Background: an optimization exercise with open tools, aiming at small area. Do not read the settings as production practice. The RTL was checked by simulation tests, not by an equivalence proof against the original design. The flow treats the clock pin as an ideal source, which a real chip does not have. No activity file was given, so power comes from the tool's default toggle rates.

==> flow/design.v <==
package general_defines;
    parameter INT_DATA_W = 32;
    parameter POSIT_DATA_W = 8;
    parameter ROB_LENGTH = 16;
    parameter IQ_LENGTH = 8;
    parameter BYPASS_LENGTH = 3;
    parameter PHYS_REG_LENGTH = 64;
    parameter ARCH_REG_LENGTH = 32;
    parameter INSTR_MEM_LENGTH = 256;
    parameter DATA_MEM_LENGTH = 256;
    parameter FETCH_BUFFER_LENGTH = 8;
    parameter PHT_LENGTH = 256; 
    parameter BTB_LENGTH = 64;
    localparam ROB_IDX_W = (ROB_LENGTH > 1) ? $clog2(ROB_LENGTH) : 1;
    localparam IQ_IDX_W = (IQ_LENGTH > 1) ? $clog2(IQ_LENGTH) : 1;
    localparam BYPASS_IDX_W = (BYPASS_LENGTH > 1) ? $clog2(BYPASS_LENGTH) : 1;
    localparam PHYS_REG_IDX_W = (PHYS_REG_LENGTH > 1) ? $clog2(PHYS_REG_LENGTH) : 1;
    localparam ARCH_REG_IDX_W = (ARCH_REG_LENGTH > 1) ? $clog2(ARCH_REG_LENGTH) : 1;
    localparam INSTR_MEM_IDX_W = (INSTR_MEM_LENGTH > 1) ? $clog2(INSTR_MEM_LENGTH) : 1;
    localparam DATA_MEM_IDX_W = (DATA_MEM_LENGTH > 1) ? $clog2(DATA_MEM_LENGTH) : 1;
    localparam FETCH_BUFFER_IDX_W = (FETCH_BUFFER_LENGTH > 1) ? $clog2(FETCH_BUFFER_LENGTH) : 1;
    localparam PHT_IDX_W = (PHT_LENGTH> 1) ? $clog2(PHT_LENGTH) : 1;
    localparam BTB_IDX_W = (BTB_LENGTH > 1) ? $clog2(BTB_LENGTH) : 1;
    typedef struct packed{
        logic valid;
        logic [INSTR_MEM_IDX_W-1:0] pc;
        logic [ARCH_REG_IDX_W-1:0] logical_rd;
        logic [PHYS_REG_IDX_W-1:0] phys_rd;
        logic [PHYS_REG_IDX_W-1:0] old_phys_rd;   
        logic [INT_DATA_W-1:0] result;
        logic done;
        logic is_store;
        logic is_load;
        logic [6:0] opcode;
        logic [2:0] funct3;
        logic [6:0] funct7;
        logic is_branch;
        logic pred_taken;
        logic [INSTR_MEM_IDX_W-1:0] pred_target;
        logic branch_taken;                      
        logic [INSTR_MEM_IDX_W-1:0] branch_target;   
    } rob_entry_t;
    typedef struct packed {
        logic [6:0] opcode;
        logic [INSTR_MEM_IDX_W-1:0] pc;
        logic [PHYS_REG_IDX_W-1:0] phys_rd;
        logic [PHYS_REG_IDX_W-1:0] phys_rs1;
        logic [PHYS_REG_IDX_W-1:0] phys_rs2;
        logic [INT_DATA_W-1:0] imm;
        logic [2:0] fu_type;  
        logic rs1_ready;
        logic rs2_ready;
        logic [INT_DATA_W-1:0] rs1_value;  
        logic [INT_DATA_W-1:0] rs2_value;
        logic valid;
        logic [2:0] funct3;
        logic [6:0] funct7;
        logic [ROB_IDX_W-1:0] rob_idx;
    } iq_entry_t;
    typedef struct packed {
        logic valid;
        logic [PHYS_REG_IDX_W-1:0] phys_rd;
        logic [INT_DATA_W-1:0] result;
    } bypass_entry_t;
endpackage
module bpu_aoi222 (
    input  logic s0, d0,
    input  logic s1, d1,
    input  logic s2, d2,
    output logic y
);
    assign y = ~((s0 & d0) | (s1 & d1) | (s2 & d2));
endmodule
module bpu_sel64 (
    input  logic [63:0] sel,
    input  logic [63:0] d,
    output logic        y
);
    logic [20:0] t;      
    for (genvar g = 0; g < 21; g++) begin : g_aoi
        bpu_aoi222 u (
            .s0(sel[3*g]),   .d0(d[3*g]),
            .s1(sel[3*g+1]), .d1(d[3*g+1]),
            .s2(sel[3*g+2]), .d2(d[3*g+2]),
            .y (t[g])
        );
    end
    assign y = ~(&t) | (sel[63] & d[63]);
endmodule
import general_defines::*;
module bpu (
    input  logic                        clk,
    input  logic                        rst,
    input  logic [INSTR_MEM_IDX_W-1:0]  fetch_pc,
    output logic                        pred_taken,
    output logic                        btb_hit,
    output logic [INSTR_MEM_IDX_W-1:0]  btb_target,
    input  logic                        update_valid,
    input  logic [INSTR_MEM_IDX_W-1:0]  update_pc,
    input  logic                        update_taken,
    input  logic [INSTR_MEM_IDX_W-1:0]  update_target
);
    localparam NS    = BTB_LENGTH;                   
    localparam NB    = PHT_LENGTH / BTB_LENGTH;      
    localparam TAG_W = INSTR_MEM_IDX_W - BTB_IDX_W;  
    logic [PHT_LENGTH-1:0] c1, c0;
    logic [NS-1:0]         valid;
    logic [NS-1:0]         tag    [0:TAG_W-1];
    logic [NS-1:0]         target [0:INSTR_MEM_IDX_W-1];
    logic [NS-1:0] fsel;                             
    always_comb begin
        for (int i = 0; i < NS; i++)
            fsel[i] = (fetch_pc[BTB_IDX_W-1:0] == i[BTB_IDX_W-1:0]);
    end
    logic [NB-1:0] bank1;                            
    for (genvar h = 0; h < NB; h++) begin : g_fbank
        bpu_sel64 u (.sel(fsel), .d(c1[h*NS +: NS]), .y(bank1[h]));
    end
    assign pred_taken = ~bank1[fetch_pc[INSTR_MEM_IDX_W-1:BTB_IDX_W]];
    logic                       r_valid;
    logic [TAG_W-1:0]           r_tag;
    logic [INSTR_MEM_IDX_W-1:0] r_target;
    bpu_sel64 u_rvalid (.sel(fsel), .d(valid), .y(r_valid));
    for (genvar b = 0; b < TAG_W; b++) begin : g_rtag
        bpu_sel64 u (.sel(fsel), .d(tag[b]), .y(r_tag[b]));
    end
    for (genvar b = 0; b < INSTR_MEM_IDX_W; b++) begin : g_rtgt
        bpu_sel64 u (.sel(fsel), .d(target[b]), .y(r_target[b]));
    end
    assign btb_hit    = r_valid && (r_tag == fetch_pc[INSTR_MEM_IDX_W-1:BTB_IDX_W]);
    assign btb_target = btb_hit ? r_target : '0;
    logic [NS-1:0] swe;
    always_comb begin
        for (int i = 0; i < NS; i++)
            swe[i] = rst | (update_valid & (update_pc[BTB_IDX_W-1:0] == i[BTB_IDX_W-1:0]));
    end
    logic [NB-1:0] ub1, ub0;
    for (genvar h = 0; h < NB; h++) begin : g_ubank
        bpu_sel64 u1 (.sel(swe), .d(c1[h*NS +: NS]), .y(ub1[h]));
        bpu_sel64 u0 (.sel(swe), .d(c0[h*NS +: NS]), .y(ub0[h]));
    end
    logic u1, u0, n1, n0;
    assign u1 = ub1[update_pc[INSTR_MEM_IDX_W-1:BTB_IDX_W]];
    assign u0 = ub0[update_pc[INSTR_MEM_IDX_W-1:BTB_IDX_W]];
    always_comb begin
        if (update_taken) begin             
            n1 = u1 & u0;
            n0 = u1 & ~u0;
        end else begin                      
            n1 = u1 | u0;
            n0 = u1 | ~u0;
        end
    end
    logic [NB-1:0] d1, d0;
    always_comb begin
        for (int h = 0; h < NB; h++) begin
            if (rst) begin
                d1[h] = 1'b1;
                d0[h] = 1'b0;
            end else if (update_pc[INSTR_MEM_IDX_W-1:BTB_IDX_W] == h[TAG_W-1:0]) begin
                d1[h] = n1;
                d0[h] = n0;
            end else begin
                d1[h] = ub1[h];
                d0[h] = ub0[h];
            end
        end
    end
    always_ff @(posedge clk) begin
        for (int i = 0; i < NS; i++) begin
            if (swe[i]) begin
                for (int h = 0; h < NB; h++) begin
                    c1[h*NS + i] <= d1[h];
                    c0[h*NS + i] <= d0[h];
                end
            end
            valid[i] <= ~rst & (valid[i] | swe[i]);
            if (swe[i]) begin
                for (int b = 0; b < TAG_W; b++)
                    tag[b][i] <= update_pc[BTB_IDX_W + b];
                for (int b = 0; b < INSTR_MEM_IDX_W; b++)
                    target[b][i] <= update_target[b];
            end
        end
    end
endmodule
==> flow/config.mk <==
export PLATFORM = sky130hd
export DESIGN_NAME = bpu
export DESIGN_NICKNAME = bpu
export VERILOG_FILES = /design/flow/design.v
export SDC_FILE = /design/flow/constraint.sdc
export NUM_CORES = 4
export LEC_CHECK = 0
export CAP_MARGIN = 20
export CORE_MARGIN = 2
export CORE_UTILIZATION = 75
export CTS_BUF_LIST = sky130_fd_sc_hd__clkbuf_8
export CTS_CLUSTER_DIAMETER = 80
export CTS_CLUSTER_SIZE = 16
export SETUP_SLACK_MARGIN = 0.2
export SLEW_MARGIN = 20
export SYNTH_HIERARCHICAL = 1
export SYNTH_MINIMUM_KEEP_SIZE = 0
==> flow/constraint.sdc <==
create_clock -name core_clock -period 8.0 [get_ports {clk}]
set_input_delay 1.6000 -clock core_clock [delete_from_list [all_inputs] [get_ports {clk}]]
set_output_delay 1.6000 -clock core_clock [all_outputs]
set_load 0.01 [all_outputs]
standard.sh (not shown) runs the stock make flow with config.mk's settings and CLKGATE_MAP_FILE= SYNTH_SCRIPT=/design/flow/synth_recipe.tcl, a recipe that flattens the netlist after the stock synthesis.
==> flow/flow/run.sh <==
#!/bin/bash
set -uo pipefail
here=$(pwd)
export BUFFER_PORTS_ARGS="-buffer_cell sky130_fd_sc_hd__buf_2"
export POST_CTS_TCL="$here/flow/post_cts.tcl"
bash standard.sh > standard.log 2>&1
==> flow/flow/post_cts.tcl <==
# After clock tree synthesis and its timing repair: downsize gates that have
# slack to spare, then repair any slew or capacitance limit that this breaks,
# and legalise the placement again.
estimate_parasitics -placement
repair_timing -recover_power 100 -verbose
repair_design -slew_margin 20 -cap_margin 20 -verbose
detailed_placement
check_placement -verbose
The baseline completed with no timing, DRC or antenna violations.
Edit:
==> flow/flow/run.sh (replaced) <==
#!/bin/bash
set -uo pipefail
export BUFFER_PORTS_ARGS="-buffer_cell sky130_fd_sc_hd__buf_2"
export RECOVER_POWER=100
bash standard.sh > standard.log 2>&1
--- a/flow/config.mk
+++ b/flow/config.mk
@@ -10 +10 @@
-export CORE_UTILIZATION = 75
+export CORE_UTILIZATION = 60
removed: flow/flow/post_cts.tcl
What happened: This time the run finished but failed the layout checks on max-capacitance violations, max-slew violations; critical path depth increases by 1; final cell count rose by 4.9%; count of clock-buffer cells in the layout decreases by 2; wire length goes up by 2.3%; hold slack is worse by 0.0080 ns; synthesized area stays the same; clock skew drops by 0.013 ns.
Edit:
--- a/flow/flow/run.sh
+++ b/flow/flow/run.sh
@@ -4 +4 @@
-export RECOVER_POWER=100
+export CTS_ARGS="-sink_clustering_enable -repair_clock_nets -sink_clustering_size 30 -sink_clustering_max_diameter 80 -buf_list sky130_fd_sc_hd__clkbuf_16 -dont_use_dummy_load"
--- a/flow/config.mk
+++ b/flow/config.mk
@@ -10 +10 @@
-export CORE_UTILIZATION = 60
+export CORE_UTILIZATION = 75
With this change the flow completed without violations.
Clock-buffer cell count goes down by 39.
Final cell count falls by 7.8%.
Design area stays flat.
Register-to-register slack gets worse by 0.12 ns.
Edit:
==> flow/run.sh (new file) <==
#!/bin/bash
# synth_recipe.tcl (not shown) runs the flow's synth.tcl, then flattens the netlist and writes it again
# the make line also repeats each setting of config.mk as NAME=value (left out here)
make -C /OpenROAD-flow-scripts/flow DESIGN_CONFIG=/design/flow/config.mk WORK_HOME=/design/flow/orfs CLKGATE_MAP_FILE= SYNTH_SCRIPT=/design/flow/synth_recipe.tcl finish
removed: flow/flow/run.sh
removed: flow/standard.sh
After rerunning: Cell area is higher slightly. Worst hold slack hardly moves. Synthesized cell count is unchanged. Sequential power barely changes. Sequential cell count stays the same. Routed wire length drops by a few percent. Combinational power is higher by a few percent. Die area does not change. Worst setup slack loses 0.55 ns.

[what the ideal ports hide]
In the flow no input, the clock included, has a driving cell. The finished layouts below were timed again as built, in two steps.
Step 1 sets driving cells, clkbuf_16 on the clock port and buf_2 on the other inputs (assumed; they add their load-dependent delay and slew).
Step 2 moves the port delays by t, midway between the first and last clock arrival at a register: inputs arrive t later, outputs are due t later. That takes back most of the time a late clock gives input paths.
Slacks: no drivers / after step 1 / after step 2; pairs: no drivers / after step 1.
| run | shift t [ns] | slack for setup (ns) | worst register clock-pin slew, ns |
|---|---|---|---|
| the first run | 0.796 | 0.471 / 0.363 / 0.039 | 0.11 / 0.11 |
| the second run | 0.784 | 0.622 / 0.577 / -0.175 | 0.11 / 0.11 |
| the third run | 0.685 | 0.673 / 0.572 / 0.572 | 0.12 / 0.12 |
| the fourth run | 0.783 | 0.125 / 0.097 / 0.097 | 0.11 / 0.11 |
The setup slack of the second run, which loses most, moves by -0.045 ns with the drivers and by -0.797 ns with both steps.
